Background: an optimization exercise with open tools, aiming at small area. Do not read the settings as production practice.
The RTL was checked by simulation tests, not by an equivalence proof against the original design.
Power figures rest on the tool's default switching activity, not on a simulated workload.

Setup of garnet:
==> flow/design.v <==
module SevenSegments(input [3:0] code,
                     output [6:0] segments);
	localparam [15:0] T4_00AA = 16'h00aa;
	localparam [15:0] T4_0303 = 16'h0303;
	localparam [15:0] T4_0F0F = 16'h0f0f;
	localparam [15:0] T4_1111 = 16'h1111;
	localparam [15:0] T4_115B = 16'h115b;
	localparam [15:0] T4_4E4E = 16'h4e4e;
	localparam [15:0] T4_C000 = 16'hc000;
	assign segments = {T4_00AA[code],
		T4_115B[code],
		T4_4E4E[code],
		T4_0F0F[code],
		T4_1111[code],
		T4_C000[code],
		T4_0303[code]};
endmodule
module SevenSegments3(input [2:0] code,
                      output [6:0] segments);
	localparam [7:0] T3_07 = 8'h07;
	localparam [7:0] T3_0A = 8'h0a;
	localparam [7:0] T3_12 = 8'h12;
	localparam [7:0] T3_33 = 8'h33;
	localparam [7:0] T3_44 = 8'h44;
	localparam [7:0] T3_A0 = 8'ha0;
	assign segments = {T3_0A[code],
		T3_07[code],
		T3_33[code],
		T3_12[code],
		T3_44[code],
		T3_A0[code],
		T3_12[code]};
endmodule
module Counter16Bits(
		input clk,
		input reset,
		input enable,
		output reg [3:0] digit0,
		output reg [3:0] digit1,
		output reg [3:0] digit2,
		output reg [3:0] digit3,
		output reg [2:0] digit4
	);
	localparam [7:0] T3_22 = 8'h22;
	localparam [7:0] T3_80 = 8'h80;
	localparam [7:0] T3_F1 = 8'hf1;
	localparam [7:0] T3_F8 = 8'hf8;
	localparam [15:0] T4_0055 = 16'h0055;
	localparam [15:0] T4_0505 = 16'h0505;
	localparam [15:0] T4_4400 = 16'h4400;
	localparam [15:0] T4_4A4A = 16'h4a4a;
	localparam [15:0] T4_5F0F = 16'h5f0f;
	localparam [15:0] T4_CCCC = 16'hcccc;
	localparam [15:0] T4_FF05 = 16'hff05;
	wire [3:0] next0 = {T4_4A4A[digit0], T4_5F0F[digit0], T4_FF05[digit0], T4_CCCC[digit0]};
	wire [3:0] next1 = {T4_4A4A[digit1], T4_5F0F[digit1], T4_FF05[digit1], T4_CCCC[digit1]};
	wire [3:0] next2 = {T4_4A4A[digit2], T4_5F0F[digit2], T4_FF05[digit2], T4_CCCC[digit2]};
	wire [3:0] next3 = {T4_4A4A[digit3], T4_5F0F[digit3], T4_FF05[digit3], T4_CCCC[digit3]};
	wire [2:0] next4 = {T3_F1[digit4], T3_22[digit4], T3_F8[digit4]};
	wire nine0 = T4_0505[digit0];
	wire nine1 = T4_0505[digit1];
	wire nine2 = T4_0505[digit2];
	wire nine3 = T4_0505[digit3];
	wire top = T3_80[digit4] & T4_4400[digit3] & T4_4400[digit2] &
	           T4_0055[digit1] & T4_4400[digit0];
	wire en1 = enable & nine0;
	wire en2 = en1 & nine1;
	wire en3 = en2 & nine2;
	wire en4 = en3 & nine3;
	wire clr = ~reset | (enable & top);
	always @(posedge clk) begin
		if (clr) begin
			digit0 <= 4'd7;
			digit1 <= 4'd7;
			digit2 <= 4'd7;
			digit3 <= 4'd7;
			digit4 <= 3'd3;
		end else begin
			if (enable) digit0 <= next0;
			if (en1) digit1 <= next1;
			if (en2) digit2 <= next2;
			if (en3) digit3 <= next3;
			if (en4) digit4 <= next4;
		end
	end
endmodule
module FreqDivider(
		input clk,
		input reset,
		input [9:0] factor,
		output tick
);
	localparam [18:0] LO_LAST = 19'h18544;
	localparam [18:0] LO_MASK = 19'h7dff3;
	localparam [18:0] LO_INV  = 19'h2aaaa;
	localparam [9:0] HI_INV = 10'h1fd;
	reg [18:0] lo_q;
	reg [9:0] hi_q;
	wire [9:0] hi = hi_q ^ HI_INV;
	reg clk_out;
	wire [18:0] lo = lo_q ^ LO_INV;
	wire [10:0] ge;
	assign ge[0] = 1'b1;
	genvar j;
	generate
		for (j = 0; j < 10; j = j + 1) begin : cmp
			assign ge[j+1] = (hi[j] & ~factor[j]) | ((hi[j] | ~factor[j]) & ge[j]);
		end
	endgenerate
	wire hit = ge[10];
	wire lo_last = ((lo ^ LO_LAST) & LO_MASK) == 19'd0;
	wire run_hi = reset & ~hit;
	wire run_lo = run_hi & ~lo_last;
	wire [10:0] c;
	assign c[0] = lo_last;
	generate
		for (j = 0; j < 10; j = j + 1) begin : inc
			assign c[j+1] = c[j] & hi[j];
		end
	endgenerate
	wire [18:0] lo_next = {19{run_lo}} & {lo[17:0], ~(lo[18] ^ lo[5])};
	always @(posedge clk) begin
		lo_q <= lo_next ^ LO_INV;
		hi_q <= ({10{run_hi}} & (hi ^ c[9:0])) ^ HI_INV;
		clk_out <= reset & (clk_out ^ hit);
	end
	assign tick = reset & hit & ~clk_out;
endmodule
module DCalles_Lab7_7Segments(
		input clk,
		input reset,
		input [9:0] clkFactor,
		output [6:0] segment0,
		output [6:0] segment1,
		output [6:0] segment2,
		output [6:0] segment3,
		output [6:0] segment4
	);
	wire tickSignal;
	wire [3:0] digit0Signal, digit1Signal, digit2Signal, digit3Signal;
	wire [2:0] digit4Signal;
	FreqDivider FreqDivider0(
		.clk(clk), .reset(reset), .factor(clkFactor), .tick(tickSignal));
	Counter16Bits Counter16Bits0(
		.clk(clk), .reset(reset), .enable(tickSignal),
		.digit0(digit0Signal), .digit1(digit1Signal), .digit2(digit2Signal),
		.digit3(digit3Signal), .digit4(digit4Signal));
	SevenSegments SevenSegments0(digit0Signal, segment0);
	SevenSegments SevenSegments1(digit1Signal, segment1);
	SevenSegments SevenSegments2(digit2Signal, segment2);
	SevenSegments SevenSegments3(digit3Signal, segment3);
	SevenSegments3 SevenSegments4(digit4Signal, segment4);
endmodule
==> flow/config.mk <==
export PLATFORM = sky130hd
export DESIGN_NAME = DCalles_Lab7_7Segments
export DESIGN_NICKNAME = DCalles_Lab7_7Segments
export VERILOG_FILES = /design/flow/design.v
export SDC_FILE = /design/flow/constraint.sdc
export NUM_CORES = 4
export LEC_CHECK = 0
export CAP_MARGIN = 20
export CORE_MARGIN = 2
export CORE_UTILIZATION = 40
export SLEW_MARGIN = 20
==> flow/constraint.sdc <==
create_clock -name core_clock -period 12.5 [get_ports {clk}]
set_input_delay 2.5000 -clock core_clock [delete_from_list [all_inputs] [get_ports {clk}]]
set_output_delay 2.5000 -clock core_clock [all_outputs]
set_load 0.01 [all_outputs]
standard.sh (not shown) runs the stock make flow with config.mk's settings and CLKGATE_MAP_FILE= SYNTH_SCRIPT=/design/flow/synth_recipe.tcl, a recipe that flattens the netlist after the stock synthesis.
==> flow/flow/run.sh <==
#!/bin/bash
# Layout flow: the standard.sh (ORFS) with
# - synthesis through flow/synth.tcl (area-oriented abc script, adder cells
#   turned back into logic before abc);
# - port buffers of the smallest buffer cell, sky130_fd_sc_hd__buf_1;
# - clock tree synthesis with the arguments in flow/cts_args: clkbuf_8
#   buffers and no dummy loads.
# Each tool's full output is in the ORFS logs under orfs/logs; make's
# output is in flow.log.
set -euo pipefail
here=$(pwd)
export FLOW_SYNTH_TCL=$here/synth_recipe.tcl
export FLOW_DIR=$here/flow
bash standard.sh SYNTH_SCRIPT=$here/flow/synth.tcl \
  "BUFFER_PORTS_ARGS=-buffer_cell sky130_fd_sc_hd__buf_1" \
  "CTS_ARGS=$(cat $here/flow/cts_args)" finish > flow.log 2>&1
==> flow/flow/area.abc <==
strash; dc2; balance; rewrite -z; refactor -z; rewrite -z; dch -f; amap -m -F 4 -A 10; topo; strash; dch -f; amap -m -F 4 -A 10; topo
==> flow/flow/cts_args <==
-sink_clustering_enable -repair_clock_nets -dont_use_dummy_load -sink_clustering_size 50 -sink_clustering_max_diameter 500 -buf_list sky130_fd_sc_hd__clkbuf_8
==> flow/flow/synth.tcl <==
# The standard flow's synthesis (synth_recipe.tcl, which runs ORFS's synth.tcl) with
# one change, at its abc step, which comes after the flip-flops are mapped
# and so changes only the combinational logic:
# - the half and full adder cells that the adder step placed are turned
#   back into plain logic (flow/unmap_adders.v);
# - abc maps with the area script in flow/area.abc, without the clock
#   period, instead of ORFS's speed script.
# Every pass before abc is the standard flow's own, so the registers keep their names.
proc abc {args} {
  yosys techmap -map $::env(FLOW_DIR)/unmap_adders.v t:sky130_fd_sc_hd__ha_1 t:sky130_fd_sc_hd__fa_1
  yosys techmap
  yosys opt -fast
  set i [lsearch $args -script]
  if {$i >= 0} { set args [lreplace $args $i [expr {$i+1}] -script $::env(FLOW_DIR)/area.abc] }
  set i [lsearch $args -D]
  if {$i >= 0} { set args [lreplace $args $i [expr {$i+1}]] }
  yosys abc {*}$args
}
source $::env(FLOW_SYNTH_TCL)
==> flow/flow/unmap_adders.v <==
// The adder cells that synthesis's adder step places, as plain logic, so
// that abc maps them together with the rest of the logic.
module sky130_fd_sc_hd__ha_1(input A, input B, output COUT, output SUM);
  assign COUT = A & B;
  assign SUM = A ^ B;
endmodule

module sky130_fd_sc_hd__fa_1(input A, input B, input CIN, output COUT, output SUM);
  assign COUT = (A & B) | (A & CIN) | (B & CIN);
  assign SUM = A ^ B ^ CIN;
endmodule
Modified inputs, juniper compared to garnet
--- a/flow/design.v
+++ b/flow/design.v
@@ -88,39 +88,37 @@
 		input clk,
 		input reset,
 		input [9:0] factor,
 		output tick
 );
-	localparam [18:0] LO_LAST = 19'h18544;
-	localparam [18:0] LO_MASK = 19'h7dff3;
-	localparam [18:0] LO_INV  = 19'h2aaaa;
-	localparam [9:0] HI_INV = 10'h1fd;
-	reg [18:0] lo_q;
+	localparam [17:0] LO_INV  = 18'h15555;
+	localparam [9:0] HI_INV = 10'h3ff;
+	reg [17:0] lo_q;
 	reg [9:0] hi_q;
 	wire [9:0] hi = hi_q ^ HI_INV;
 	reg clk_out;
-	wire [18:0] lo = lo_q ^ LO_INV;
+	wire [17:0] lo = lo_q ^ LO_INV;
 	wire [10:0] ge;
 	assign ge[0] = 1'b1;
 	genvar j;
 	generate
 		for (j = 0; j < 10; j = j + 1) begin : cmp
 			assign ge[j+1] = (hi[j] & ~factor[j]) | ((hi[j] | ~factor[j]) & ge[j]);
 		end
 	endgenerate
 	wire hit = ge[10];
-	wire lo_last = ((lo ^ LO_LAST) & LO_MASK) == 19'd0;
+	wire lo_zero = lo[16:0] == 17'd0;
+	wire lo_last = lo[17] & lo_zero;
 	wire run_hi = reset & ~hit;
-	wire run_lo = run_hi & ~lo_last;
 	wire [10:0] c;
 	assign c[0] = lo_last;
 	generate
 		for (j = 0; j < 10; j = j + 1) begin : inc
 			assign c[j+1] = c[j] & hi[j];
 		end
 	endgenerate
-	wire [18:0] lo_next = {19{run_lo}} & {lo[17:0], ~(lo[18] ^ lo[5])};
+	wire [17:0] lo_next = {18{run_hi}} & {lo[16:0], lo[17] ^ lo[10] ^ lo_zero};
 	always @(posedge clk) begin
 		lo_q <= lo_next ^ LO_INV;
 		hi_q <= ({10{run_hi}} & (hi ^ c[9:0])) ^ HI_INV;
 		clk_out <= reset & (clk_out ^ hit);
 	end
==> comparison <==
Summary of juniper over garnet: number of flip-flops and latches lost 1, wire length moved up, layout-stage area growth over the synthesis result comparable.
Between juniper and garnet, the maximum vdd drop is higher for juniper.
juniper vs garnet: mean instance size in the synthesized netlist down slightly
Summary of juniper over garnet: count of fill cells added during filler insertion dropped 3, half-perimeter wire length of the detailed placement result climbed 150 µm.
juniper and garnet ended up with nearly the same cell area.
Portion of total power attributed to combinational logic: juniper and garnet compared, higher one is juniper
| average wire per standard cell | juniper vs garnet | about 3.4% higher |
Comparing synthesized net count for juniper and garnet, the smaller number came from garnet.
~same overall die area in juniper and garnet
Via count: juniper vs garnet identical
Summary: leakage power of the design, juniper worse than garnet

[port drivers added, routing unchanged]
No port has a modelled driver above. Below, the same layouts with a new extraction and two added sets of constraints.
Step 1, drivers: a clkbuf_16 drives clk and a buf_2 each remaining input, both assumed.
Step 2, shift: input delay + t, output delay - t, t = (earliest + latest rising clock arrival at the registers) / 2. This alone moves slack from input paths to output paths.
Slacks: ideal ports / drivers / drivers and shift; pairs: ideal ports / drivers.
| run | t, ns | setup WS [ns] | hold WS [ns] | worst setup path at the end |
|---|---|---|---|---|
| garnet | 0.315 | 5.492 / 5.494 / 5.179 | 0.379 / 0.379 / 0.379 | input to register |
| juniper | 0.310 | 5.878 / 5.884 / 5.574 | 0.373 / 0.373 / 0.373 | input to register |
After both steps every run listed still meets setup and hold. The setup slack of garnet, which loses most, moves by +0.002 ns with the drivers and by -0.313 ns with both steps.
